From an optimization exercise on the open Yosys and OpenROAD flow, aimed at small area and a short achievable clock period; shortcuts taken in it are not production practice. No functional check of the RTL was part of any run shown here. Power figures rest on the tool's default switching activity, not on a simulated workload.

==> design/flow/run.sh <==
#!/bin/bash
# synth_recipe.tcl (not shown) runs the flow's synth.tcl, then flattens the netlist and writes it again
# the make line also repeats each setting of config.mk as NAME=value (left out here)
make -C /OpenROAD-flow-scripts/flow DESIGN_CONFIG=/design/flow/config.mk WORK_HOME=/design/flow/orfs CLKGATE_MAP_FILE= SYNTH_SCRIPT=/design/flow/synth_recipe.tcl finish
==> design/flow/config.mk <==
export PLATFORM = sky130hd
export DESIGN_NAME = complex
export DESIGN_NICKNAME = complex
export VERILOG_FILES = /design/flow/design.v
export SDC_FILE = /design/flow/constraint.sdc
export NUM_CORES = 4
export LEC_CHECK = 0
export CAP_MARGIN = 20
export CORE_MARGIN = 2
export CORE_UTILIZATION = 40
export PLACE_DENSITY = 0.6
export SETUP_SLACK_MARGIN = 5.0
export SLEW_MARGIN = 20
export SYNTH_HIERARCHICAL = 1
==> design/flow/constraint.sdc <==
create_clock -name core_clock -period 10.0 [get_ports {clk}]
set_input_delay 2.0000 -clock core_clock [delete_from_list [all_inputs] [get_ports {clk}]]
set_output_delay 2.0000 -clock core_clock [all_outputs]
set_load 0.01 [all_outputs]
==> design/flow/design.v <==
module HA(input a, input b, output s, output co);
  assign s = a ^ b;
  assign co = a & b;
endmodule
module HAN(input a, input b, output s, output co);
  assign s = ~(a ^ b);
  OR2 o (a, b, co);
endmodule
module OR2(input a, input b, output y);
  assign y = a | b;
endmodule
module FA(input a, input b, input c, output s, output co);
  assign s = a ^ b ^ c;
  assign co = (a & b) | (a & c) | (b & c);
endmodule
module FA1(input a, input b, output s, output co);
  assign s = ~(a ^ b);
  OR2 o (a, b, co);
endmodule
module complex(clk, a0, a1, b0, b1, im, re);
  input clk;
  input [7:0] a0, a1, b0, b1;
  output reg [15:0] im, re;
  wire [15:0] re_d, im_d;
  wire rs1;
  wire rc2;
  wire rs3;
  wire rc4;
  wire rs5;
  wire rc6;
  wire rs7;
  wire rc8;
  wire rs9;
  wire rc10;
  wire rs11;
  wire rc12;
  wire rs13;
  wire rc14;
  wire rs15;
  wire rc16;
  wire rs17;
  wire rc18;
  wire rs19;
  wire rc20;
  wire rs21;
  wire rc22;
  wire rs23;
  wire rc24;
  wire rs25;
  wire rc26;
  wire rs27;
  wire rc28;
  wire rs29;
  wire rc30;
  wire rs31;
  wire rc32;
  wire rs33;
  wire rc34;
  wire rs35;
  wire rc36;
  wire rs37;
  wire rc38;
  wire rs39;
  wire rc40;
  wire rs41;
  wire rc42;
  wire rs43;
  wire rc44;
  wire rs45;
  wire rc46;
  wire rs47;
  wire rc48;
  wire rs49;
  wire rc50;
  wire rs51;
  wire rc52;
  wire rs53;
  wire rc54;
  wire rs55;
  wire rc56;
  wire rs57;
  wire rc58;
  wire rs59;
  wire rc60;
  wire rs61;
  wire rc62;
  wire rs63;
  wire rc64;
  wire rn65;
  wire rs66;
  wire rc67;
  wire rs68;
  wire rc69;
  wire rs70;
  wire rc71;
  wire rs72;
  wire rc73;
  wire rs74;
  wire rc75;
  wire rs76;
  wire rc77;
  wire rs78;
  wire rc79;
  wire rs80;
  wire rc81;
  wire rs82;
  wire rc83;
  wire rs84;
  wire rc85;
  wire rs86;
  wire rc87;
  wire rs88;
  wire rc89;
  wire rs90;
  wire rc91;
  wire rs92;
  wire rc93;
  wire rs94;
  wire rc95;
  wire rs96;
  wire rc97;
  wire rs98;
  wire rc99;
  wire rs100;
  wire rc101;
  wire rs102;
  wire rc103;
  wire rs104;
  wire rc105;
  wire rs106;
  wire rc107;
  wire rs108;
  wire rc109;
  wire rs110;
  wire rc111;
  wire rs112;
  wire rc113;
  wire rs114;
  wire rc115;
  wire rs116;
  wire rc117;
  wire rs118;
  wire rc119;
  wire rs120;
  wire rc121;
  wire rn122;
  wire rs123;
  wire rc124;
  wire rs125;
  wire rc126;
  wire rs127;
  wire rc128;
  wire rs129;
  wire rc130;
  wire rs131;
  wire rc132;
  wire rs133;
  wire rc134;
  wire rs135;
  wire rc136;
  wire rs137;
  wire rc138;
  wire rs139;
  wire rc140;
  wire rs141;
  wire rc142;
  wire rs143;
  wire rc144;
  wire rs145;
  wire rc146;
  wire rs147;
  wire rc148;
  wire rs149;
  wire rc150;
  wire rs151;
  wire rc152;
  wire rs153;
  wire rc154;
  wire rs155;
  wire rc156;
  wire rs157;
  wire rc158;
  wire rs159;
  wire rc160;
  wire rs161;
  wire rc162;
  wire rs163;
  wire rc164;
  wire rs165;
  wire rc166;
  wire rs167;
  wire rc168;
  wire rs169;
  wire rc170;
  wire rs171;
  wire rc172;
  wire rs173;
  wire rc174;
  wire rs175;
  wire rc176;
  wire rs177;
  wire rc178;
  wire rs179;
  wire rc180;
  wire rs181;
  wire rc182;
  wire rs183;
  wire rc184;
  wire rs185;
  wire rc186;
  wire rs187;
  wire rc188;
  wire rs189;
  wire rc190;
  wire rs191;
  wire rc192;
  wire rs193;
  wire rc194;
  wire rs195;
  wire rc196;
  wire rs197;
  wire rc198;
  wire rs199;
  wire rc200;
  wire rs201;
  wire rc202;
  wire rs203;
  wire rc204;
  wire rs205;
  wire rc206;
  wire rs207;
  wire rc208;
  wire rs209;
  wire rc210;
  wire rs211;
  wire rc212;
  wire rs213;
  wire rc214;
  wire rs215;
  wire rc216;
  wire rs217;
  wire rc218;
  wire rs219;
  wire rc220;
  wire rs221;
  wire rc222;
  wire rs223;
  wire rc224;
  wire rs225;
  wire rc226;
  wire rahs227;
  wire rahc228;
  wire rahs229;
  wire rahc230;
  wire rahs231;
  wire rahc232;
  wire rahs233;
  wire rahc234;
  wire rahs235;
  wire rahc236;
  wire rahs237;
  wire rahc238;
  wire rahs239;
  wire rahc240;
  wire rahs241;
  wire rahc242;
  wire rahs243;
  wire rahc244;
  wire rahs245;
  wire rahc246;
  wire rahs247;
  wire rahc248;
  wire rahs249;
  wire rahc250;
  wire rahs251;
  wire rahc252;
  wire rahs253;
  wire rahc254;
  wire rahs255;
  wire rahc256;
  wire rahs257;
  wire rahc258;
  wire rag259;
  wire rag260;
  wire rap261;
  wire rag262;
  wire rap263;
  wire rag264;
  wire rap265;
  wire rag266;
  wire rap267;
  wire rag268;
  wire rap269;
  wire rag270;
  wire rap271;
  wire rag272;
  wire rap273;
  wire rag274;
  wire rag275;
  wire rap276;
  wire rag277;
  wire rap278;
  wire rag279;
  wire rap280;
  wire rag281;
  wire rag282;
  wire rap283;
  wire rag284;
  wire rag285;
  wire rag286;
  wire rag287;
  wire rag288;
  wire rag289;
  wire rag290;
  wire rag291;
  wire rag292;
  wire rag293;
  wire rag294;
  wire rag295;
  wire is296;
  wire ic297;
  wire is298;
  wire ic299;
  wire is300;
  wire ic301;
  wire is302;
  wire ic303;
  wire is304;
  wire ic305;
  wire is306;
  wire ic307;
  wire is308;
  wire ic309;
  wire is310;
  wire ic311;
  wire is312;
  wire ic313;
  wire is314;
  wire ic315;
  wire is316;
  wire ic317;
  wire is318;
  wire ic319;
  wire is320;
  wire ic321;
  wire is322;
  wire ic323;
  wire is324;
  wire ic325;
  wire is326;
  wire ic327;
  wire is328;
  wire ic329;
  wire is330;
  wire ic331;
  wire is332;
  wire ic333;
  wire is334;
  wire ic335;
  wire is336;
  wire ic337;
  wire is338;
  wire ic339;
  wire is340;
  wire ic341;
  wire is342;
  wire ic343;
  wire is344;
  wire ic345;
  wire is346;
  wire ic347;
  wire is348;
  wire ic349;
  wire is350;
  wire ic351;
  wire is352;
  wire ic353;
  wire is354;
  wire ic355;
  wire is356;
  wire ic357;
  wire is358;
  wire ic359;
  wire is360;
  wire ic361;
  wire is362;
  wire ic363;
  wire is364;
  wire ic365;
  wire is366;
  wire ic367;
  wire is368;
  wire ic369;
  wire is370;
  wire ic371;
  wire is372;
  wire ic373;
  wire is374;
  wire ic375;
  wire is376;
  wire ic377;
  wire is378;
  wire ic379;
  wire is380;
  wire ic381;
  wire is382;
  wire ic383;
  wire is384;
  wire ic385;
  wire is386;
  wire ic387;
  wire is388;
  wire ic389;
  wire is390;
  wire ic391;
  wire is392;
  wire ic393;
  wire is394;
  wire ic395;
  wire is396;
  wire ic397;
  wire is398;
  wire ic399;
  wire is400;
  wire ic401;
  wire is402;
  wire ic403;
  wire is404;
  wire ic405;
  wire is406;
  wire ic407;
  wire is408;
  wire ic409;
  wire is410;
  wire ic411;
  wire is412;
  wire ic413;
  wire is414;
  wire ic415;
  wire is416;
  wire ic417;
  wire is418;
  wire ic419;
  wire is420;
  wire ic421;
  wire is422;
  wire ic423;
  wire is424;
  wire ic425;
  wire is426;
  wire ic427;
  wire is428;
  wire ic429;
  wire is430;
  wire ic431;
  wire is432;
  wire ic433;
  wire is434;
  wire ic435;
  wire is436;
  wire ic437;
  wire is438;
  wire ic439;
  wire is440;
  wire ic441;
  wire is442;
  wire ic443;
  wire is444;
  wire ic445;
  wire is446;
  wire ic447;
  wire is448;
  wire ic449;
  wire is450;
  wire ic451;
  wire is452;
  wire ic453;
  wire is454;
  wire ic455;
  wire is456;
  wire ic457;
  wire is458;
  wire ic459;
  wire is460;
  wire ic461;
  wire is462;
  wire ic463;
  wire is464;
  wire ic465;
  wire is466;
  wire ic467;
  wire is468;
  wire ic469;
  wire is470;
  wire ic471;
  wire is472;
  wire ic473;
  wire is474;
  wire ic475;
  wire is476;
  wire ic477;
  wire is478;
  wire ic479;
  wire is480;
  wire ic481;
  wire is482;
  wire ic483;
  wire is484;
  wire ic485;
  wire is486;
  wire ic487;
  wire is488;
  wire ic489;
  wire is490;
  wire ic491;
  wire is492;
  wire ic493;
  wire is494;
  wire ic495;
  wire is496;
  wire ic497;
  wire is498;
  wire ic499;
  wire is500;
  wire ic501;
  wire is502;
  wire ic503;
  wire is504;
  wire ic505;
  wire iahs506;
  wire iahc507;
  wire iahs508;
  wire iahc509;
  wire iahs510;
  wire iahc511;
  wire iahs512;
  wire iahc513;
  wire iahs514;
  wire iahc515;
  wire iahs516;
  wire iahc517;
  wire iahs518;
  wire iahc519;
  wire iahs520;
  wire iahc521;
  wire iahs522;
  wire iahc523;
  wire iahs524;
  wire iahc525;
  wire iahs526;
  wire iahc527;
  wire iahs528;
  wire iahc529;
  wire iahs530;
  wire iahc531;
  wire iahs532;
  wire iahc533;
  wire iahs534;
  wire iahc535;
  wire iahs536;
  wire iahc537;
  wire iag538;
  wire iag539;
  wire iap540;
  wire iag541;
  wire iap542;
  wire iag543;
  wire iap544;
  wire iag545;
  wire iap546;
  wire iag547;
  wire iap548;
  wire iag549;
  wire iap550;
  wire iag551;
  wire iap552;
  wire iag553;
  wire iag554;
  wire iap555;
  wire iag556;
  wire iap557;
  wire iag558;
  wire iap559;
  wire iag560;
  wire iag561;
  wire iap562;
  wire iag563;
  wire iag564;
  wire iag565;
  wire iag566;
  wire iag567;
  wire iag568;
  wire iag569;
  wire iag570;
  wire iag571;
  wire iag572;
  wire iag573;
  wire iag574;
  FA1 ru2 ((a0[0] & b0[6]), (a0[1] & b0[5]), rs1, rc2);
  FA1 ru4 ((a0[0] & b0[7]), (a0[1] & b0[6]), rs3, rc4);
  FA ru6 ((a0[2] & b0[5]), (a0[3] & b0[4]), (a0[4] & b0[3]), rs5, rc6);
  HA ru8 ((a0[5] & b0[2]), (a0[6] & b0[1]), rs7, rc8);
  FA1 ru10 ((a0[1] & b0[7]), (a0[2] & b0[6]), rs9, rc10);
  FA ru12 ((a0[3] & b0[5]), (a0[4] & b0[4]), (a0[5] & b0[3]), rs11, rc12);
  HA ru14 ((a0[6] & b0[2]), (a0[7] & b0[1]), rs13, rc14);
  FA ru16 ((a0[2] & b0[7]), (a0[3] & b0[6]), (a0[4] & b0[5]), rs15, rc16);
  FA1 ru18 ((a0[0] & b0[4]), (a0[1] & b0[3]), rs17, rc18);
  FA1 ru20 ((a0[0] & b0[5]), (a0[1] & b0[4]), rs19, rc20);
  FA ru22 ((a0[2] & b0[3]), (a0[3] & b0[2]), (a0[4] & b0[1]), rs21, rc22);
  HA ru24 ((a0[5] & b0[0]), ~(a1[0] & b1[5]), rs23, rc24);
  FA ru26 ((a0[2] & b0[4]), (a0[3] & b0[3]), (a0[4] & b0[2]), rs25, rc26);
  FA ru28 ((a0[5] & b0[1]), (a0[6] & b0[0]), ~(a1[0] & b1[6]), rs27, rc28);
  FA ru30 (~(a1[1] & b1[5]), ~(a1[2] & b1[4]), ~(a1[3] & b1[3]), rs29, rc30);
  HA ru32 (~(a1[4] & b1[2]), ~(a1[5] & b1[1]), rs31, rc32);
  FA ru34 ((a0[7] & b0[0]), ~(a1[0] & b1[7]), ~(a1[1] & b1[6]), rs33, rc34);
  FA ru36 (~(a1[2] & b1[5]), ~(a1[3] & b1[4]), ~(a1[4] & b1[3]), rs35, rc36);
  FA ru38 (~(a1[5] & b1[2]), ~(a1[6] & b1[1]), ~(a1[7] & b1[0]), rs37, rc38);
  FA ru40 (rc2, rs3, rs7, rs39, rc40);
  FA ru42 (~(a1[1] & b1[7]), ~(a1[2] & b1[6]), ~(a1[3] & b1[5]), rs41, rc42);
  FA ru44 (~(a1[4] & b1[4]), ~(a1[5] & b1[3]), ~(a1[6] & b1[2]), rs43, rc44);
  FA ru46 (~(a1[7] & b1[1]), rc4, rc8, rs45, rc46);
  FA ru48 (rs9, rs13, rc6, rs47, rc48);
  FA ru50 ((a0[5] & b0[4]), (a0[6] & b0[3]), (a0[7] & b0[2]), rs49, rc50);
  FA ru52 (~(a1[2] & b1[7]), ~(a1[3] & b1[6]), ~(a1[4] & b1[5]), rs51, rc52);
  FA ru54 (~(a1[5] & b1[4]), ~(a1[6] & b1[3]), ~(a1[7] & b1[2]), rs53, rc54);
  FA ru56 (rc10, rc14, rc12, rs55, rc56);
  FA ru58 ((a0[3] & b0[7]), (a0[4] & b0[6]), (a0[5] & b0[5]), rs57, rc58);
  FA ru60 ((a0[6] & b0[4]), (a0[7] & b0[3]), ~(a1[3] & b1[7]), rs59, rc60);
  FA ru62 (~(a1[4] & b1[6]), ~(a1[5] & b1[5]), ~(a1[6] & b1[4]), rs61, rc62);
  FA ru64 ((a0[4] & b0[7]), (a0[5] & b0[6]), (a0[6] & b0[5]), rs63, rc64);
  assign rn65 = ~(a0[0] & b0[2]);
  FA1 ru67 ((a0[0] & b0[3]), (a0[1] & b0[2]), rs66, rc67);
  FA ru69 ((a0[2] & b0[1]), (a0[3] & b0[0]), ~(a1[0] & b1[3]), rs68, rc69);
  FA ru71 ((a0[2] & b0[2]), (a0[3] & b0[1]), (a0[4] & b0[0]), rs70, rc71);
  FA ru73 (~(a1[0] & b1[4]), ~(a1[1] & b1[3]), ~(a1[2] & b1[2]), rs72, rc73);
  HA ru75 (~(a1[3] & b1[1]), ~(a1[4] & b1[0]), rs74, rc75);
  FA ru77 (~(a1[1] & b1[4]), ~(a1[2] & b1[3]), ~(a1[3] & b1[2]), rs76, rc77);
  FA ru79 (~(a1[4] & b1[1]), ~(a1[5] & b1[0]), rc18, rs78, rc79);
  FA ru81 (rs19, rs23, rc75, rs80, rc81);
  FA ru83 (~(a1[6] & b1[0]), rc20, rs1, rs82, rc83);
  FA ru85 (rc24, rs31, rc22, rs84, rc85);
  FA ru87 (rc77, rs25, rs27, rs86, rc87);
  FA ru89 (rc32, rc26, rc28, rs88, rc89);
  FA ru91 (rc30, rs5, rs33, rs90, rc91);
  FA ru93 (rs35, rs37, rc83, rs92, rc93);
  FA ru95 (rc34, rc36, rc38, rs94, rc95);
  FA ru97 (rs11, rs41, rs43, rs96, rc97);
  FA ru99 (rc40, rs45, rc89, rs98, rc99);
  FA ru101 (rc42, rc44, rs15, rs100, rc101);
  FA ru103 (rs49, rs51, rs53, rs102, rc103);
  FA ru105 (rc46, rc48, rc95, rs104, rc105);
  FA ru107 (~(a1[7] & b1[3]), rc16, rc50, rs106, rc107);
  FA ru109 (rc52, rc54, rs57, rs108, rc109);
  FA ru111 (rs59, rs61, rc56, rs110, rc111);
  FA ru113 ((a0[7] & b0[4]), ~(a1[4] & b1[7]), ~(a1[5] & b1[6]), rs112, rc113);
  FA ru115 (~(a1[6] & b1[5]), ~(a1[7] & b1[4]), rc58, rs114, rc115);
  FA ru117 (rc60, rc62, rs63, rs116, rc117);
  FA ru119 ((a0[5] & b0[7]), (a0[6] & b0[6]), (a0[7] & b0[5]), rs118, rc119);
  FA ru121 (~(a1[5] & b1[7]), ~(a1[6] & b1[6]), ~(a1[7] & b1[5]), rs120, rc121);
  assign rn122 = ~(a0[0] & b0[1]);
  FA ru124 ((a0[1] & b0[1]), (a0[2] & b0[0]), ~(a1[0] & b1[2]), rs123, rc124);
  HA ru126 (~(a1[1] & b1[1]), ~(a1[2] & b1[0]), rs125, rc126);
  FA ru128 (~(a1[1] & b1[2]), ~(a1[2] & b1[1]), ~(a1[3] & b1[0]), rs127, rc128);
  FA ru130 ((a0[0] & b0[2]), rs66, rc126, rs129, rc130);
  FA ru132 (rc67, rs17, rs74, rs131, rc132);
  FA ru134 (rc69, rc128, rs70, rs133, rc134);
  FA ru136 (rc71, rc73, rs21, rs135, rc136);
  FA ru138 (rs76, rs78, rc132, rs137, rc138);
  FA ru140 (rs29, rc79, rc81, rs139, rc140);
  FA ru142 (rs82, rs84, rc136, rs141, rc142);
  FA ru144 (rs39, rc85, rc87, rs143, rc144);
  FA ru146 (rs88, rs90, rc140, rs145, rc146);
  FA ru148 (rs47, rc91, rs94, rs147, rc148);
  FA ru150 (rs96, rc93, rs98, rs149, rc150);
  FA ru152 (rs55, rc97, rs100, rs151, rc152);
  FA ru154 (rs102, rc99, rs104, rs153, rc154);
  FA ru156 (rc101, rc103, rs106, rs155, rc156);
  FA ru158 (rs108, rc105, rs110, rs157, rc158);
  FA ru160 (rs112, rc107, rc109, rs159, rc160);
  FA ru162 (rs114, rs116, rc111, rs161, rc162);
  FA ru164 (rc64, rc113, rs118, rs163, rc164);
  FA ru166 (rs120, rc115, rc117, rs165, rc166);
  FA ru168 ((a0[6] & b0[7]), (a0[7] & b0[6]), ~(a1[6] & b1[7]), rs167, rc168);
  FA ru170 (~(a1[7] & b1[6]), rc119, rc121, rs169, rc170);
  HA ru172 ((a0[1] & b0[0]), ~(a1[0] & b1[1]), rs171, rc172);
  FA ru174 ((a0[0] & b0[1]), rn65, rs125, rs173, rc174);
  FA ru176 (rc124, rs68, rs127, rs175, rc176);
  FA ru178 (rs72, rc130, rs131, rs177, rc178);
  FA ru180 (rs80, rc134, rs135, rs179, rc180);
  FA ru182 (rs86, rc138, rs139, rs181, rc182);
  FA ru184 (rs92, rc142, rs143, rs183, rc184);
  FA ru186 (rc144, rs147, rc146, rs185, rc186);
  FA ru188 (rc148, rs151, rc150, rs187, rc188);
  FA ru190 (rc152, rs155, rc154, rs189, rc190);
  FA ru192 (rc156, rs159, rc158, rs191, rc192);
  FA ru194 (rs163, rc160, rs165, rs193, rc194);
  FA ru196 (rs167, rc164, rs169, rs195, rc196);
  FA ru198 ((a0[7] & b0[7]), ~(a1[7] & b1[7]), rc168, rs197, rc198);
  HA ru200 (~(a1[1] & b1[0]), rn122, rs199, rc200);
  FA ru202 (rc172, rc200, rs123, rs201, rc202);
  FA ru204 (rc174, rs129, rc202, rs203, rc204);
  FA ru206 (rc176, rs133, rs177, rs205, rc206);
  FA ru208 (rs137, rc178, rs179, rs207, rc208);
  FA ru210 (rs141, rc180, rs181, rs209, rc210);
  FA ru212 (rc182, rs145, rs183, rs211, rc212);
  FA ru214 (rs149, rc184, rs185, rs213, rc214);
  FA ru216 (rs153, rc186, rs187, rs215, rc216);
  FA ru218 (rs157, rc188, rs189, rs217, rc218);
  FA ru220 (rs161, rc190, rs191, rs219, rc220);
  FA ru222 (rc162, rs193, rc192, rs221, rc222);
  FA ru224 (rc166, rs195, rc194, rs223, rc224);
  FA ru226 (rc170, rs197, rc196, rs225, rc226);
  HA rahu228 ((a0[0] & b0[0]), ~(a1[0] & b1[0]), rahs227, rahc228);
  HA rahu230 (rs171, rs199, rahs229, rahc230);
  HA rahu232 (rs173, rs201, rahs231, rahc232);
  HA rahu234 (rs175, rs203, rahs233, rahc234);
  HA rahu236 (rc204, rs205, rahs235, rahc236);
  HA rahu238 (rc206, rs207, rahs237, rahc238);
  HA rahu240 (rc208, rs209, rahs239, rahc240);
  HA rahu242 (rc210, rs211, rahs241, rahc242);
  HA rahu244 (rc212, rs213, rahs243, rahc244);
  HA rahu246 (rc214, rs215, rahs245, rahc246);
  HA rahu248 (rc216, rs217, rahs247, rahc248);
  HA rahu250 (rc218, rs219, rahs249, rahc250);
  HA rahu252 (rc220, rs221, rahs251, rahc252);
  HA rahu254 (rc222, rs223, rahs253, rahc254);
  HA rahu256 (rc224, rs225, rahs255, rahc256);
  HA rahu258 (rc198, rc226, rahs257, rahc258);
  assign rag259 = rahc228 | (rahs227 & 1'b1);
  assign rag260 = rahc232 | (rahs231 & rahc230);
  assign rap261 = rahs231 & rahs229;
  assign rag262 = rahc236 | (rahs235 & rahc234);
  assign rap263 = rahs235 & rahs233;
  assign rag264 = rahc240 | (rahs239 & rahc238);
  assign rap265 = rahs239 & rahs237;
  assign rag266 = rahc244 | (rahs243 & rahc242);
  assign rap267 = rahs243 & rahs241;
  assign rag268 = rahc248 | (rahs247 & rahc246);
  assign rap269 = rahs247 & rahs245;
  assign rag270 = rahc252 | (rahs251 & rahc250);
  assign rap271 = rahs251 & rahs249;
  assign rag272 = rahc256 | (rahs255 & rahc254);
  assign rap273 = rahs255 & rahs253;
  assign rag274 = rag260 | (rap261 & rag259);
  assign rag275 = rag264 | (rap265 & rag262);
  assign rap276 = rap265 & rap263;
  assign rag277 = rag268 | (rap269 & rag266);
  assign rap278 = rap269 & rap267;
  assign rag279 = rag272 | (rap273 & rag270);
  assign rap280 = rap273 & rap271;
  assign rag281 = rag275 | (rap276 & rag274);
  assign rag282 = rag279 | (rap280 & rag277);
  assign rap283 = rap280 & rap278;
  assign rag284 = rag282 | (rap283 & rag281);
  assign rag285 = rag277 | (rap278 & rag281);
  assign rag286 = rag262 | (rap263 & rag274);
  assign rag287 = rag266 | (rap267 & rag281);
  assign rag288 = rag270 | (rap271 & rag285);
  assign rag289 = rahc230 | (rahs229 & rag259);
  assign rag290 = rahc234 | (rahs233 & rag274);
  assign rag291 = rahc238 | (rahs237 & rag286);
  assign rag292 = rahc242 | (rahs241 & rag281);
  assign rag293 = rahc246 | (rahs245 & rag287);
  assign rag294 = rahc250 | (rahs249 & rag285);
  assign rag295 = rahc254 | (rahs253 & rag288);
  HAN iu297 (~(a0[0] & b1[6]), ~(a0[1] & b1[5]), is296, ic297);
  FA iu299 (~(a0[0] & b1[7]), ~(a0[1] & b1[6]), ~(a0[2] & b1[5]), is298, ic299);
  FA iu301 (~(a0[3] & b1[4]), ~(a0[4] & b1[3]), ~(a0[5] & b1[2]), is300, ic301);
  FA iu303 (~(a0[1] & b1[7]), ~(a0[2] & b1[6]), ~(a0[3] & b1[5]), is302, ic303);
  HAN iu305 (~(a0[4] & b1[4]), ~(a0[5] & b1[3]), is304, ic305);
  HAN iu307 (~(a0[2] & b1[7]), ~(a0[3] & b1[6]), is306, ic307);
  HAN iu309 (~(a0[0] & b1[4]), ~(a0[1] & b1[3]), is308, ic309);
  FA iu311 (~(a0[0] & b1[5]), ~(a0[1] & b1[4]), ~(a0[2] & b1[3]), is310, ic311);
  FA iu313 (~(a0[3] & b1[2]), ~(a0[4] & b1[1]), ~(a0[5] & b1[0]), is312, ic313);
  FA iu315 (~(a0[2] & b1[4]), ~(a0[3] & b1[3]), ~(a0[4] & b1[2]), is314, ic315);
  FA iu317 (~(a0[5] & b1[1]), ~(a0[6] & b1[0]), ~(a1[0] & b0[6]), is316, ic317);
  FA iu319 (~(a1[1] & b0[5]), ~(a1[2] & b0[4]), ~(a1[3] & b0[3]), is318, ic319);
  FA iu321 (~(a0[6] & b1[1]), ~(a0[7] & b1[0]), ~(a1[0] & b0[7]), is320, ic321);
  FA iu323 (~(a1[1] & b0[6]), ~(a1[2] & b0[5]), ~(a1[3] & b0[4]), is322, ic323);
  FA iu325 (~(a1[4] & b0[3]), ~(a1[5] & b0[2]), ~(a1[6] & b0[1]), is324, ic325);
  HAN iu327 (~(a1[7] & b0[0]), ic297, is326, ic327);
  FA iu329 (~(a0[6] & b1[2]), ~(a0[7] & b1[1]), ~(a1[1] & b0[7]), is328, ic329);
  FA iu331 (~(a1[2] & b0[6]), ~(a1[3] & b0[5]), ~(a1[4] & b0[4]), is330, ic331);
  FA iu333 (~(a1[5] & b0[3]), ~(a1[6] & b0[2]), ~(a1[7] & b0[1]), is332, ic333);
  FA iu335 (is304, ic299, ic301, is334, ic335);
  FA iu337 (~(a0[4] & b1[5]), ~(a0[5] & b1[4]), ~(a0[6] & b1[3]), is336, ic337);
  FA iu339 (~(a0[7] & b1[2]), ~(a1[2] & b0[7]), ~(a1[3] & b0[6]), is338, ic339);
  FA iu341 (~(a1[4] & b0[5]), ~(a1[5] & b0[4]), ~(a1[6] & b0[3]), is340, ic341);
  FA iu343 (~(a1[7] & b0[2]), ic305, is306, is342, ic343);
  FA iu345 (~(a0[3] & b1[7]), ~(a0[4] & b1[6]), ~(a0[5] & b1[5]), is344, ic345);
  FA iu347 (~(a0[6] & b1[4]), ~(a0[7] & b1[3]), ~(a1[3] & b0[7]), is346, ic347);
  FA iu349 (~(a1[4] & b0[6]), ~(a1[5] & b0[5]), ~(a1[6] & b0[4]), is348, ic349);
  FA iu351 (~(a0[4] & b1[7]), ~(a0[5] & b1[6]), ~(a0[6] & b1[5]), is350, ic351);
  FA iu353 (~(a0[0] & b1[3]), ~(a0[1] & b1[2]), ~(a0[2] & b1[1]), is352, ic353);
  FA iu355 (~(a0[2] & b1[2]), ~(a0[3] & b1[1]), ~(a0[4] & b1[0]), is354, ic355);
  FA iu357 (~(a1[0] & b0[4]), ~(a1[1] & b0[3]), ~(a1[2] & b0[2]), is356, ic357);
  FA iu359 (~(a1[0] & b0[5]), ~(a1[1] & b0[4]), ~(a1[2] & b0[3]), is358, ic359);
  FA iu361 (~(a1[3] & b0[2]), ~(a1[4] & b0[1]), ~(a1[5] & b0[0]), is360, ic361);
  HAN iu363 (ic309, ic355, is362, ic363);
  FA iu365 (~(a1[4] & b0[2]), ~(a1[5] & b0[1]), ~(a1[6] & b0[0]), is364, ic365);
  FA iu367 (is296, ic311, ic313, is366, ic367);
  FA iu369 (ic359, ic361, is314, is368, ic369);
  FA iu371 (ic315, ic317, ic319, is370, ic371);
  FA iu373 (ic365, is298, is300, is372, ic373);
  FA iu375 (is320, is322, is324, is374, ic375);
  FA iu377 (ic321, ic323, ic325, is376, ic377);
  FA iu379 (is302, is328, is330, is378, ic379);
  FA iu381 (is332, ic327, ic371, is380, ic381);
  FA iu383 (ic303, ic329, ic331, is382, ic383);
  FA iu385 (ic333, is336, is338, is384, ic385);
  FA iu387 (is340, is342, ic335, is386, ic387);
  FA iu389 (~(a1[7] & b0[3]), ic307, ic337, is388, ic389);
  FA iu391 (ic339, ic341, is344, is390, ic391);
  FA iu393 (is346, is348, ic343, is392, ic393);
  FA iu395 (~(a0[7] & b1[4]), ~(a1[4] & b0[7]), ~(a1[5] & b0[6]), is394, ic395);
  FA iu397 (~(a1[6] & b0[5]), ~(a1[7] & b0[4]), ic345, is396, ic397);
  FA iu399 (ic347, ic349, is350, is398, ic399);
  FA iu401 (~(a0[5] & b1[7]), ~(a0[6] & b1[6]), ~(a0[7] & b1[5]), is400, ic401);
  FA iu403 (~(a1[5] & b0[7]), ~(a1[6] & b0[6]), ~(a1[7] & b0[5]), is402, ic403);
  FA iu405 (~(a0[0] & b1[2]), ~(a0[1] & b1[1]), ~(a0[2] & b1[0]), is404, ic405);
  FA iu407 (~(a0[3] & b1[0]), ~(a1[0] & b0[3]), ~(a1[1] & b0[2]), is406, ic407);
  HAN iu409 (~(a1[2] & b0[1]), ~(a1[3] & b0[0]), is408, ic409);
  FA iu411 (~(a1[3] & b0[1]), ~(a1[4] & b0[0]), is308, is410, ic411);
  FA iu413 (ic409, ic353, ic407, is412, ic413);
  FA iu415 (ic357, is310, is312, is414, ic415);
  FA iu417 (is358, is360, is362, is416, ic417);
  FA iu419 (is316, is318, is364, is418, ic419);
  FA iu421 (ic363, is366, ic415, is420, ic421);
  FA iu423 (is326, ic367, ic369, is422, ic423);
  FA iu425 (is370, ic419, is372, is424, ic425);
  FA iu427 (is334, ic373, ic375, is426, ic427);
  FA iu429 (is376, is378, is380, is428, ic429);
  FA iu431 (ic377, ic379, is382, is430, ic431);
  FA iu433 (is384, ic381, is386, is432, ic433);
  FA iu435 (ic383, ic385, is388, is434, ic435);
  FA iu437 (is390, is392, ic387, is436, ic437);
  FA iu439 (is394, ic389, ic391, is438, ic439);
  FA iu441 (is396, is398, ic393, is440, ic441);
  FA iu443 (ic351, ic395, is400, is442, ic443);
  FA iu445 (is402, ic397, ic399, is444, ic445);
  FA iu447 (~(a0[6] & b1[7]), ~(a0[7] & b1[6]), ~(a1[6] & b0[7]), is446, ic447);
  FA iu449 (~(a1[7] & b0[6]), ic401, ic403, is448, ic449);
  HAN iu451 (~(a0[0] & b1[1]), ~(a0[1] & b1[0]), is450, ic451);
  FA iu453 (~(a1[0] & b0[2]), ~(a1[1] & b0[1]), ~(a1[2] & b0[0]), is452, ic453);
  FA iu455 (is408, ic405, ic453, is454, ic455);
  FA iu457 (is354, is356, is410, is456, ic457);
  FA iu459 (ic411, ic413, is414, is458, ic459);
  FA iu461 (is368, is418, ic417, is460, ic461);
  FA iu463 (is374, ic421, is422, is462, ic463);
  FA iu465 (ic423, ic425, is426, is464, ic465);
  FA iu467 (ic427, is430, ic429, is466, ic467);
  FA iu469 (ic431, is434, ic433, is468, ic469);
  FA iu471 (ic435, is438, is440, is470, ic471);
  FA iu473 (is442, ic439, is444, is472, ic473);
  FA iu475 (is446, ic443, is448, is474, ic475);
  FA iu477 (~(a0[7] & b1[7]), ~(a1[7] & b0[7]), ic447, is476, ic477);
  HAN iu479 (~(a1[0] & b0[1]), ~(a1[1] & b0[0]), is478, ic479);
  FA iu481 (ic451, ic479, is404, is480, ic481);
  FA iu483 (is352, is406, is454, is482, ic483);
  FA iu485 (ic455, is412, is456, is484, ic485);
  FA iu487 (is416, ic457, is458, is486, ic487);
  FA iu489 (is420, ic459, is460, is488, ic489);
  FA iu491 (is424, ic461, is462, is490, ic491);
  FA iu493 (is428, ic463, is464, is492, ic493);
  FA iu495 (is432, ic465, is466, is494, ic495);
  FA iu497 (is436, ic467, is468, is496, ic497);
  FA iu499 (ic437, is470, ic469, is498, ic499);
  FA iu501 (ic441, is472, ic471, is500, ic501);
  FA iu503 (ic445, is474, ic473, is502, ic503);
  FA iu505 (ic449, is476, ic475, is504, ic505);
  HA iahu507 (~(a0[0] & b1[0]), ~(a1[0] & b0[0]), iahs506, iahc507);
  HA iahu509 (is450, is478, iahs508, iahc509);
  HA iahu511 (is452, is480, iahs510, iahc511);
  HA iahu513 (ic481, is482, iahs512, iahc513);
  HA iahu515 (ic483, is484, iahs514, iahc515);
  HA iahu517 (ic485, is486, iahs516, iahc517);
  HA iahu519 (ic487, is488, iahs518, iahc519);
  HA iahu521 (ic489, is490, iahs520, iahc521);
  HA iahu523 (ic491, is492, iahs522, iahc523);
  HA iahu525 (ic493, is494, iahs524, iahc525);
  HA iahu527 (ic495, is496, iahs526, iahc527);
  HA iahu529 (ic497, is498, iahs528, iahc529);
  HA iahu531 (ic499, is500, iahs530, iahc531);
  HA iahu533 (ic501, is502, iahs532, iahc533);
  HA iahu535 (ic503, is504, iahs534, iahc535);
  HA iahu537 (ic477, ic505, iahs536, iahc537);
  assign iag538 = iahc507 | (iahs506 & 1'b1);
  assign iag539 = iahc511 | (iahs510 & iahc509);
  assign iap540 = iahs510 & iahs508;
  assign iag541 = iahc515 | (iahs514 & iahc513);
  assign iap542 = iahs514 & iahs512;
  assign iag543 = iahc519 | (iahs518 & iahc517);
  assign iap544 = iahs518 & iahs516;
  assign iag545 = iahc523 | (iahs522 & iahc521);
  assign iap546 = iahs522 & iahs520;
  assign iag547 = iahc527 | (iahs526 & iahc525);
  assign iap548 = iahs526 & iahs524;
  assign iag549 = iahc531 | (iahs530 & iahc529);
  assign iap550 = iahs530 & iahs528;
  assign iag551 = iahc535 | (iahs534 & iahc533);
  assign iap552 = iahs534 & iahs532;
  assign iag553 = iag539 | (iap540 & iag538);
  assign iag554 = iag543 | (iap544 & iag541);
  assign iap555 = iap544 & iap542;
  assign iag556 = iag547 | (iap548 & iag545);
  assign iap557 = iap548 & iap546;
  assign iag558 = iag551 | (iap552 & iag549);
  assign iap559 = iap552 & iap550;
  assign iag560 = iag554 | (iap555 & iag553);
  assign iag561 = iag558 | (iap559 & iag556);
  assign iap562 = iap559 & iap557;
  assign iag563 = iag561 | (iap562 & iag560);
  assign iag564 = iag556 | (iap557 & iag560);
  assign iag565 = iag541 | (iap542 & iag553);
  assign iag566 = iag545 | (iap546 & iag560);
  assign iag567 = iag549 | (iap550 & iag564);
  assign iag568 = iahc509 | (iahs508 & iag538);
  assign iag569 = iahc513 | (iahs512 & iag553);
  assign iag570 = iahc517 | (iahs516 & iag565);
  assign iag571 = iahc521 | (iahs520 & iag560);
  assign iag572 = iahc525 | (iahs524 & iag566);
  assign iag573 = iahc529 | (iahs528 & iag564);
  assign iag574 = iahc533 | (iahs532 & iag567);
  assign re_d[0] = rahs227 ^ 1'b1;
  assign re_d[1] = rahs229 ^ rag259;
  assign re_d[2] = rahs231 ^ rag289;
  assign re_d[3] = rahs233 ^ rag274;
  assign re_d[4] = rahs235 ^ rag290;
  assign re_d[5] = rahs237 ^ rag286;
  assign re_d[6] = rahs239 ^ rag291;
  assign re_d[7] = rahs241 ^ rag281;
  assign re_d[8] = rahs243 ^ rag292;
  assign re_d[9] = rahs245 ^ rag287;
  assign re_d[10] = rahs247 ^ rag293;
  assign re_d[11] = rahs249 ^ rag285;
  assign re_d[12] = rahs251 ^ rag294;
  assign re_d[13] = rahs253 ^ rag288;
  assign re_d[14] = rahs255 ^ rag295;
  assign re_d[15] = rahs257 ^ rag284;
  assign im_d[0] = ~(iahs506 ^ 1'b1);
  assign im_d[1] = ~(iahs508 ^ iag538);
  assign im_d[2] = ~(iahs510 ^ iag568);
  assign im_d[3] = ~(iahs512 ^ iag553);
  assign im_d[4] = ~(iahs514 ^ iag569);
  assign im_d[5] = ~(iahs516 ^ iag565);
  assign im_d[6] = ~(iahs518 ^ iag570);
  assign im_d[7] = ~(iahs520 ^ iag560);
  assign im_d[8] = ~(iahs522 ^ iag571);
  assign im_d[9] = ~(iahs524 ^ iag566);
  assign im_d[10] = ~(iahs526 ^ iag572);
  assign im_d[11] = ~(iahs528 ^ iag564);
  assign im_d[12] = ~(iahs530 ^ iag573);
  assign im_d[13] = ~(iahs532 ^ iag567);
  assign im_d[14] = ~(iahs534 ^ iag574);
  assign im_d[15] = ~(iahs536 ^ iag563);
  always @(posedge clk) begin
    re <= re_d;
    im <= im_d;
  end
endmodule
==> impl_metrics.yaml, run 1 <==
sta:
  maxSlewHeadroom: 0.753
  drv_slew: 0
  final_critical_path_setup_slack_ns: 4.15
  setup-tns-final_ns: 0
  rsz0062_at_grt: "yes"
  holdWs_ns: 2.12
  timing.final.crit_share: 0.585
  max_freq_ghz: 0.171
  worst_slew_pin_slew_ns: 0.367
  setup-violations-final: 0
  finalCriticalPeriod_ns: 5.85
  hold_viol: 0
placed_design:
  detailedPlacementHpwl_mm: 13.5
  port_buffers: 64
  detailedPlace.worstSlack_ns: 2.78
  gp_weighted_congestion: 0.849
  place.detailed.instances: 970
global_routing:
  grt_util_met1: 0.263
  top_usage_layer: "met2"
  globalRoute.totalOverflow: 0
  grt_pass1_vias: 6298
  met3_track_demand_over_resource_in_global_routing: 0.0389
  grt_first_pass_wirelength_mm: 31.4
  grt_antenna_before_repair: 0
  globalRouteMet2Util: 0.354
  grt_start_max_net_pins: 17
  track_usage: 0.205
synth:
  yosysSeqAreaShare: 0.0871
  mappedNetlistArea_mm2: 0.00736
  leading_post_synthesis_cells_by_cell_area: "fa_1 53%, nand2_1 11%, ha_1 9.2%, dfxtp_1 8.7%, and2_1 5.4%"
  synth-seq-cells: 32
  edff_count_synth: 0
  synth_ff_type: "dfxtp_1"
  postSynthAreaPerCell_um2: 10.1
  syn-instance-count: 725
  synth-warning-count: 7
  synth_area_leader_cell: "fa_1"
  number_of_distinct_library_cells_after_synthesis: 29
  ys_async_sr_fraction: 0
  synth_top_cell_area_share: 0.528
  syn-num-nets: 1006
cells_and_area:
  post_layout_nonfiller_instances: 1031
  final_core_utilization: 0.542
  area.growth.synth_to_final_pct: 32.8
  antenna_cells_inserted: 0
  finish.net_count: 1082
  layout-drive-gt1-share: 0.304
setup_path:
  arrival_ns: 6.07
  critical_path_peak_fanout: 9
  cp-end-kind: "flop"
  setup.worst_path.start_class: "input pin"
  timing_worst_setup_path_type: "input pin to flop"
  worst_ep_required_time_ns: 10.22
run_status:
  outcome: "finished clean"
clock_network:
  inserted_clock_buffers: 5
  cts.htree.levels: 2
  ctsLongestPathBuffers: 2
  clk_transition_reported_paths_ns: 0.05
  tritoncts: "yes"
  cts.root.buffer_cell: "clkbuf_16"
  clock_sink_count: 32
power:
  irDropWorstVdd_v: 0.000345
  pwr-share-seq: 0.066
  p_per_area_mw_per_mm2: 403
  swShare: 0.442
  p_switching_uw: 1740
  leakagePower_uw: 0.00373
  clkPwrFrac: 0.040
  cellInternalPower_uw: 2200
  power.share.combinational: 0.894
die:
  initial_core_util: 0.408
  design.die.area_mm2: 0.0195
  dieHeight_um: 140
  die_width_um: 140
  io_pins: 65
  rows: 49
  design.core.area_mm2: 0.0180
worst_hold_path:
  hold_path_class: "input pin to flop"
route:
  routed-via-count: 5481
  drt-total-wl_mm: 19.2
  vias_per_cell: 5.32
  detail_route.first_pass.iterations: 5
  drtAntennaViolNets: 0
  drc: 0
  dr_iter_0_viols: 219
  route.detailed.wl_per_inst_um: 18.6
job:
  drv_cap: 0
-- Yosys stat by module, one instance, submodules excluded --
module	cells inside	area, µm²
complex	461	2750
HA	1	12.5
HAN	1	8.76
FA1	1	8.76
OR2	1	6.26
FA	1	20.0
-- path summary, 6_finish.rpt --
path | startpoint | endpoint | slack, ns | cells past startpoint
worst max-delay path | a0[6] | re[14] | 4.15 | 16
worst min-delay path | b1[0] | im[0] | 2.12 | 3
-- layout by cell type (no fill, tap or decap), drive strengths merged --
cell type      count
a21bo              1
a21o               4
a21oi             16
a31oi              1
a41o               1
and2              64
buf               85
clkbuf             8
clkdlybuf4s50     32
clkinv             1
dfxtp             32
fa               194
ha                54
inv               13
nand2            208
nand2b             4
nor2              21
o2111ai            1
o211ai             3
o21a               1
o21ai              6
o221ai             2
o31ai              1
or2               18
xnor2             23
xor2               8
-- cells in the mapped netlist, types with 2 or more instances --
library cell  instances
nand2_1             208
fa_1                194
and2_1               64
ha_1                 54
clkbuf_1             48
dfxtp_1              32
xnor2_1              23
nor2_1               21
or2_1                15
a21oi_1              13
inv_1                13
xor2_1                8
a21o_1                4
nand2b_1              4
a21oi_2               3
o21ai_0               3
o21ai_1               3
o211ai_1              2
o221ai_1              2
or2_2                 2
-- cells by family after synthesis --
family / after synthesis / share of synthesized area
simple gates: 315 / 0.190
fa+ha+maj: 248 / 0.620
buf+inv: 62 / 0.0316
compound gates: 37 / 0.0344
flops: 32 / 0.0871
xor+xnor: 31 / 0.0369
-- critical path, cell delays in order --
cell and delay [ns]:
buf_12 0.12, and2_4 0.14, fa_2 0.39, fa_2 0.37
fa_1 0.50, fa_2 0.35, fa_1 0.47, fa_1 0.54
ha_4 0.22, inv_2 0.07, o221ai_4 0.11, nand2b_4 0.15
a41o_1 0.24, ha_4 0.16, nor2_2 0.11, xnor2_1 0.12
-- power by group through the flow --
stage	registers [µW]	clock network [µW]	logic, µW
finish	260	158	3520
global route	266	171	3950
CTS	261	165	3270
detailed placement	264	0	2680
global placement	264	0	2620
floorplan	299	0	2030
-- sequential cells by signal, indices dropped and copies added (netlist names) --
name and cells:
re 16, im 16
-- metal layers --
| layer | share of wire | up-vias |
|---|---|---|
| met2 | 0.51 | 211 |
| met3 | 0.066 | 25 |
| met4 | 0.021 | 0 |
| met5 | 0 | - |
| li1 | - | 2388 |
| met1 | 0.40 | 2857 |
-- metrics by stage --
stage               cell area (µm²)  total power, µW
CTS                            9410             3690
global placement               8430             2880
floorplan                      8150             2330
global route                   9770             4380
finish                         9770             3930
detailed placement             8430             2950
-- what timing repair did --
item / CTS / global route
pin swaps: 63 / 40
gates resized for setup: 342 / 50
cloned: 0 / 0
buffers inserted: 36 / 17
endpoints found under the setup margin: 25 / 19
hold buffers: 0 / 0
-- final cells by class --
class                   instances  area (µm²)
clock buffers                   8         146
fillers                      1557        8250
multi-input cells             631        7200
repair buffers                117        1440
inverters                      14        56.3
flip-flops and latches         32         641
well taps                     229         287
==> run 2, diff against run 1 <==
--- a/design/flow/config.mk
+++ b/design/flow/config.mk
@@ -11,3 +11,3 @@
 export PLACE_DENSITY = 0.6
-export SETUP_SLACK_MARGIN = 5.0
+export SETUP_SLACK_MARGIN = 3.8
 export SLEW_MARGIN = 20
==> run 2 against run 1 <==
Largest power group unchanged. Design area down 15%. Critical endpoint is now im[14]. Critical path type unchanged. Count of clock-buffer cells in the layout down 1. Still clean on timing, DRC and antenna. Setup slack worse by 0.23 ns. Die area unchanged. Non-clock buffer count down 53.
==> impl_metrics.yaml, run 2 <==
route:
  vias_per_cell: 5.32
  drtAntennaViolNets: 0
  detail_route.first_pass.iterations: 5
  route.detailed.wl_per_inst_um: 17.7
  drt-total-wl_mm: 17.3
  dr_iter_0_viols: 336
  routed-via-count: 5202
  drc: 0
synth:
  postSynthAreaPerCell_um2: 10.1
  post_synth_most_frequent_cells: "208 x nand2_1, 194 x fa_1, 64 x and2_1, 54 x ha_1, 48 x clkbuf_1"
  synth_top_cell_area_share: 0.528
  synth-warning-count: 7
  yosysSeqAreaShare: 0.0871
  mappedNetlistArea_mm2: 0.00736
  ys_async_sr_fraction: 0
  synth_ff_type: "dfxtp_1"
  leading_post_synthesis_cells_by_cell_area: "fa_1 53%, nand2_1 11%, ha_1 9.2%, dfxtp_1 8.7%, and2_1 5.4%"
  synth_area_leader_cell: "fa_1"
  most_common_cell_in_the_synthesized_netlist: "nand2_1"
  syn-num-nets: 1006
  number_of_distinct_library_cells_after_synthesis: 29
  synth-seq-cells: 32
  syn-instance-count: 725
  edff_count_synth: 0
power:
  irDropWorstVdd_v: 0.000245
  leakagePower_uw: 0.00322
  p_per_area_mw_per_mm2: 348
die:
  dieHeight_um: 140
  rows: 49
  initial_core_util: 0.408
  design.die.area_mm2: 0.0195
  design.core.area_mm2: 0.0180
  die_width_um: 140
  io_pins: 65
placed_design:
  detailedPlacementHpwl_mm: 13.2
  port_buffers: 64
  post_dp_cell_area_mm2: 0.00815
  gp_weighted_congestion: 0.825
sta:
  finalCriticalPeriod_ns: 6.09
  setup-violations-final: 0
  timing.final.crit_share: 0.609
  drv_slew: 0
  worst_slew_pin_slew_ns: 0.331
  max_freq_ghz: 0.164
  rsz0062_at_grt: "yes"
  maxSlewHeadroom: 0.779
  setup-tns-final_ns: 0
  hold_viol: 0
global_routing:
  grt_first_pass_wirelength_mm: 29.3
  met3_track_demand_over_resource_in_global_routing: 0.0296
  grt_util_met1: 0.259
  track_usage: 0.190
  grt_pass1_vias: 5740
  globalRoute.totalOverflow: 0
  grt_antenna_before_repair: 0
  grt_start_max_net_pins: 17
  top_usage_layer: "met2"
  globalRouteMet2Util: 0.323
clock_network:
  cts.hold.buffers_added: 0
  post_cts.repair.setup_buffers: 0
  cts.htree.levels: 2
  clk_transition_reported_paths_ns: 0.05
  ctsLongestPathBuffers: 2
  inserted_clock_buffers: 5
  clock_sink_count: 32
  tritoncts: "yes"
  cts.root.buffer_cell: "clkbuf_16"
cells_and_area:
  finish.net_count: 1029
  antenna_cells_inserted: 0
  postLayoutCellArea_mm2: 0.00827
  reg_top3: "im: 16 flops, re: 16 flops"
  mostFrequentLayoutCell: "nand2_1"
  area.growth.synth_to_final_pct: 12.4
  final_cell_mix: "208 x nand2_1, 186 x fa_1, 64 x and2_1"
  layout-drive-gt1-share: 0.0842
  multi_input_comb_area_mm2: 0.00656
  regArea_um2: 641
  fill_cells: 1756
  final_core_utilization: 0.459
setup_path:
  critical_path_peak_fanout: 16
  cp-end-kind: "flop"
  crit_slowest_cell: "fa_1"
  timing_worst_setup_path_type: "input pin to flop"
  cp_slowest_stage_delay_ns: 0.51
  setup.worst_path.start_class: "input pin"
  cp_cell_sequence: "buf_2 -> nand2_1 -> fa_2 -> fa_1 -> fa_1 -> fa_2 -> fa_1 -> fa_1 -> ha_4 -> inv_1 -> o221ai_2 -> a21oi_2 -> o31ai_2 -> ha_2 -> nor2_1 -> xor2_1"
  arrival_ns: 6.26
  cpMostUsedCell: "fa_1"
  worst_ep_required_time_ns: 10.17
run_status:
  outcome: "finished clean"
worst_hold_path:
  hold_path_class: "input pin to flop"
job:
  drv_cap: 0
==> run 2: timing repair <==
item	CTS	global route
gates resized for setup	181	29
pin swaps	0	0
endpoints found under the setup margin	16	7
==> run 2: cells by family after synthesis <==
kind of cell	after synthesis	share of synthesized area
and+or+nand+nor	315	0.190
adders and majority gates	248	0.620
buffers and inverters	62	0.0316
AOI/OAI and AO/OA	37	0.0344
DFF	32	0.0871
xor gates and xnor gates	31	0.0369
==> run 2: path summary, 6_finish.rpt <==
| kind | startpoint | to | slack [ns] | depth (start not counted) |
|---|---|---|---|---|
| hold / removal | a0[0] | im[0] | 2.15 | 3 |
| setup / recovery | b0[5] | im[14] | 3.91 | 16 |
==> run 2: worst max-delay path: cells and delay by family <==
family	cells	cell delay [ns]
xor gates and xnor gates	1	0.13
adders and majority gates	8	3.11
AOI/OAI and AO/OA	3	0.55
and+or+nand+nor	2	0.18
buffers and inverters	2	0.31
==> run 2: metal layers <==
metal	wire [µm]	up-vias
li1	-	2269
met1	7180	2735
met2	8700	179
met3	1070	19
met4	308	0
met5	0	-
==> run 2: power breakdown <==
| group | internal [µW] | switching [µW] | total (µW) |
|---|---|---|---|
| registers | 247 | 13.9 | 260 |
| clock network | 104 | 57.3 | 162 |
| logic | 1170 | 1280 | 2450 |
==> run 2: final cells by class <==
class	count	area share
clock buffer	7	0.0185
inverter	14	0.00635
multi-input combinational	631	0.793
sequential	32	0.0775
tap	229	0.0346
timing repair buffer	64	0.0703
==> run 2: per-module statistics from Yosys (local to each module, per instance) <==
module | cell area [µm²] | cells inside | times used
HA | 12.5 | 1 | 40
OR2 | 6.26 | 1 | 15
FA | 20.0 | 1 | 194
FA1 | 8.76 | 1 | 6
HAN | 8.76 | 1 | 9
complex | 2750 | 461 | 1
==> run 2: stage by stage <==
stage          hold slack (ns)  cells  power [µW]  worst slack (ns)
2_1_floorplan             2.30    725        2100              3.79
3_3_place_gp              2.74    970        2650              2.75
3_5_place_dp              2.74    970        2700              2.68
4_1_cts                   2.17    977        2870              3.80
5_1_grt                   2.16    977        3290              3.76
6_report                  2.15    977        2880              3.91
==> run 3, diff against run 2 <==
==> design/flow/flow/run.sh (new file) <==
#!/bin/bash
set -o pipefail
export BUFFER_PORTS_ARGS="-buffer_cell sky130_fd_sc_hd__buf_1"
cp standard.sh standard_sh.txt 2>/dev/null
bash standard.sh > standard.log 2>&1
==> design/flow/standard.sh (new file) <==
#!/bin/bash
# synth_recipe.tcl (not shown) runs the flow's synth.tcl, then flattens the netlist and writes it again
# the make line also repeats each setting of config.mk as NAME=value (left out here)
make -C /OpenROAD-flow-scripts/flow DESIGN_CONFIG=/design/flow/config.mk WORK_HOME=/design/flow/orfs CLKGATE_MAP_FILE= SYNTH_SCRIPT=/design/flow/synth_recipe.tcl "${@:-finish}"
--- a/design/flow/config.mk
+++ b/design/flow/config.mk
@@ -11,3 +11,3 @@
 export PLACE_DENSITY = 0.6
-export SETUP_SLACK_MARGIN = 3.8
+export SETUP_SLACK_MARGIN = 3.5
 export SLEW_MARGIN = 20
removed: design/flow/run.sh
==> run 3 against run 2 <==
Still clean. Flip-flop and latch count did not move. Die area did not move. First-iteration DRC count down 24%. Combinational power down 9.4%. Sequential power about the same. Synthesized area is the same. Routed wire length is 5.0% lower. Sequential share of layout area is 0.30 points higher. Setup slack worse by 0.27 ns. Count of clock-buffer cells in the layout shrank 1. Global-route usage shrank 0.95 points. Critical path type unchanged. Largest power group unchanged.
==> impl_metrics.yaml, run 3 <==
synth:
  leading_post_synthesis_cells_by_cell_area: "fa_1 53%, nand2_1 11%, ha_1 9.2%, dfxtp_1 8.7%, and2_1 5.4%"
  synth-seq-cells: 32
  synth_top_cell_area_share: 0.528
  yosysSeqAreaShare: 0.0871
  edff_count_synth: 0
  post_synth_most_frequent_cells: "208 x nand2_1, 194 x fa_1, 64 x and2_1, 54 x ha_1, 48 x clkbuf_1"
  synth_area_leader_cell: "fa_1"
  synth_ff_type: "dfxtp_1"
  most_common_cell_in_the_synthesized_netlist: "nand2_1"
  syn-num-nets: 1006
  number_of_distinct_library_cells_after_synthesis: 29
  mappedNetlistArea_mm2: 0.00736
  syn-instance-count: 725
  ys_async_sr_fraction: 0
  synth-warning-count: 7
  postSynthAreaPerCell_um2: 10.1
job:
  drv_cap: 0
setup_path:
  cp-end-kind: "flop"
  timing_worst_setup_path_type: "input pin to flop"
  critical_path_peak_fanout: 16
  worst_ep_required_time_ns: 10.18
  arrival_ns: 6.54
  setup.worst_path.start_class: "input pin"
placed_design:
  port_buffers: 64
  detailedPlacementHpwl_mm: 12.7
  gp_weighted_congestion: 0.793
route:
  drc: 0
  routed-via-count: 5079
  dr_iter_0_viols: 255
  vias_per_cell: 5.18
  drtAntennaViolNets: 0
  detail_route.first_pass.iterations: 5
  drt-total-wl_mm: 16.4
  route.detailed.wl_per_inst_um: 16.7
cells_and_area:
  finish.net_count: 1032
  regArea_um2: 641
  area.growth.synth_to_final_pct: 8.18
  mostFrequentLayoutCell: "nand2_1"
  layout-drive-gt1-share: 0.0625
  final_core_utilization: 0.442
  final_cell_mix: "208 x nand2_1, 194 x fa_1, 64 x and2_1"
  antenna_cells_inserted: 0
  fill_cells: 1781
  reg_top3: "im: 16 flops, re: 16 flops"
  multi_input_comb_area_mm2: 0.00648
clock_network:
  cts.htree.levels: 2
  cts.hold.buffers_added: 0
  cts.root.buffer_cell: "clkbuf_16"
  tritoncts: "yes"
  post_cts.repair.setup_buffers: 0
  clk_transition_reported_paths_ns: 0.06
  ctsLongestPathBuffers: 2
  inserted_clock_buffers: 5
  clock_sink_count: 32
power:
  p_switching_uw: 1290
  cellInternalPower_uw: 1380
  p_per_area_mw_per_mm2: 335
  clkPwrFrac: 0.067
  pwr-share-seq: 0.098
  power.share.combinational: 0.835
  irDropWorstVdd_v: 0.000252
  leakagePower_uw: 0.00312
  swShare: 0.483
global_routing:
  globalRoute.totalOverflow: 0
  grt_pass1_vias: 5491
  grt_antenna_before_repair: 0
  grt_start_max_net_pins: 17
  track_usage: 0.181
  grt_first_pass_wirelength_mm: 28.1
worst_hold_path:
  hold_path_class: "input pin to flop"
  hold_path_startpoint: "b0[0]"
  hold-path-endpoint: "im[0]"
  worst_hold_path.num_cells: 3
die:
  design.core.area_mm2: 0.0180
  io_pins: 65
  dieHeight_um: 140
  initial_core_util: 0.408
  rows: 49
  design.die.area_mm2: 0.0195
  die_width_um: 140
sta:
  setup-violations-final: 0
  maxSlewHeadroom: 0.722
  drv_slew: 0
  finalCriticalPeriod_ns: 6.36
  worst_slew_pin_slew_ns: 0.417
  hold_viol: 0
  max_freq_ghz: 0.157
  timing.final.crit_share: 0.636
  setup-tns-final_ns: 0
  rsz0062_at_grt: "yes"
run_status:
  outcome: "finished clean"
run 3: cell families (layout without fill, tap and decap cells):
logic type,count (synthesis),count (layout),share of synthesized area
DFF,32,32,0.0871
adders and majority gates,248,248,0.620
AOI/OAI and AO/OA,37,37,0.0344
xor gates and xnor gates,31,31,0.0369
and+or+nand+nor,315,315,0.190
buffers and inverters,62,89,0.0316
run 3: cell type report:
class                      instances  share of cell area
multi-input combinational        631               0.815
sequential                        32              0.0805
clock inverter                     2             0.00440
timing repair buffer              67              0.0417
tap                              229              0.0360
inverter                          14             0.00660
clock buffer                       6              0.0162
run 3: through the flow:
step	instance area, µm²	power (µW)	worst slack, ns	hold WS, ns	std cells
2_1_floorplan	7360	2030	3.52	2.30	725
3_3_place_gp	7730	2490	3.05	2.38	973
3_5_place_dp	7730	2520	2.92	2.38	973
4_1_cts	7960	2720	3.50	2.20	981
5_1_grt	7960	3070	3.38	2.24	981
6_report	7960	2660	3.64	2.22	981
run 3: worst max-delay path by stage:
stage	start	to	slack (ns)	cells past startpoint
2_1_floorplan	b1[0]	im[14]	3.52	17
3_3_place_gp	b1[4]	im[14]	3.05	16
3_5_place_dp	b1[4]	im[14]	2.92	16
4_1_cts	a1[1]	im[14]	3.50	16
5_1_grt	a0[4]	im[14]	3.38	16
6_report	a0[4]	im[14]	3.64	16
run 3: timing repair:
action	4_1_cts	5_1_grt
hold endpoints to repair	0	0
gates resized for setup	32	22
setup endpoints to repair	7	7
run 3: per-module statistics from Yosys, one instance, submodules excluded:
| module | times used | area (µm²) |
|---|---|---|
| FA | 194 | 20.0 |
| FA1 | 6 | 8.76 |
| HA | 40 | 12.5 |
| HAN | 9 | 8.76 |
| OR2 | 15 | 6.26 |
| complex | 1 | 2750 |
run 3: power by group through the flow:
stage	Combinational, µW	Clock (µW)	Sequential, µW
final	2220	179	261
after global routing	2610	193	267
after CTS	2270	187	262
after detailed placement	2260	0	265
after global placement	2220	0	265
after floorplan	1730	0	299
run 3: per-layer routing:
layer  GRT usage  wire, µm  vias to the layer above  part of all wire
met5           0         0                        -                 0
met4      0.0395       149                        0            0.0091
met1       0.261      7390                     2657              0.45
met3      0.0234       873                        7             0.053
li1            -         -                     2280                 -
met2       0.296      7990                      135              0.49
run 3: worst max-delay path, cell delays in order:
cell and delay (ns):
buf_2 0.30, nand2_1 0.12, fa_1 0.41, fa_1 0.47, fa_1 0.46, fa_1 0.41
fa_1 0.53, fa_1 0.42, ha_1 0.32, inv_1 0.05, o221ai_1 0.25, a21oi_1 0.12
o31ai_1 0.30, ha_1 0.19, nor2_1 0.05, xor2_1 0.13

## separate check: timing with driven ports
How much do the figures lean on ideal ports? The routed layouts below were timed once more, with nothing changed but the port constraints.
Step 1, drivers: a clkbuf_16 drives clk and a buf_2 each remaining input, both assumed.
Step 2 also shifts input and output timing later by t, the mid clock arrival at the registers, as if the neighbouring blocks saw the same clock.
a / b / c = ideal / step 1 / step 2; a / b = the first two.
run	t, ns	setup WS [ns]	latest minus earliest clock arrival (ns)	worst data-port slew with drivers (ns)
run 1	0.330	4.146 / 4.135 / 3.806	0.005 / 0.005	0.09
run 2	0.329	3.915 / 3.916 / 3.587	0.007 / 0.007	0.04
run 3	0.332	3.643 / 3.665 / 3.333	0.005 / 0.005	0.03
After both steps setup and hold are still met in every run listed. The setup slack of run 1, which loses most, moves by -0.011 ns with the drivers and by -0.340 ns with both steps.
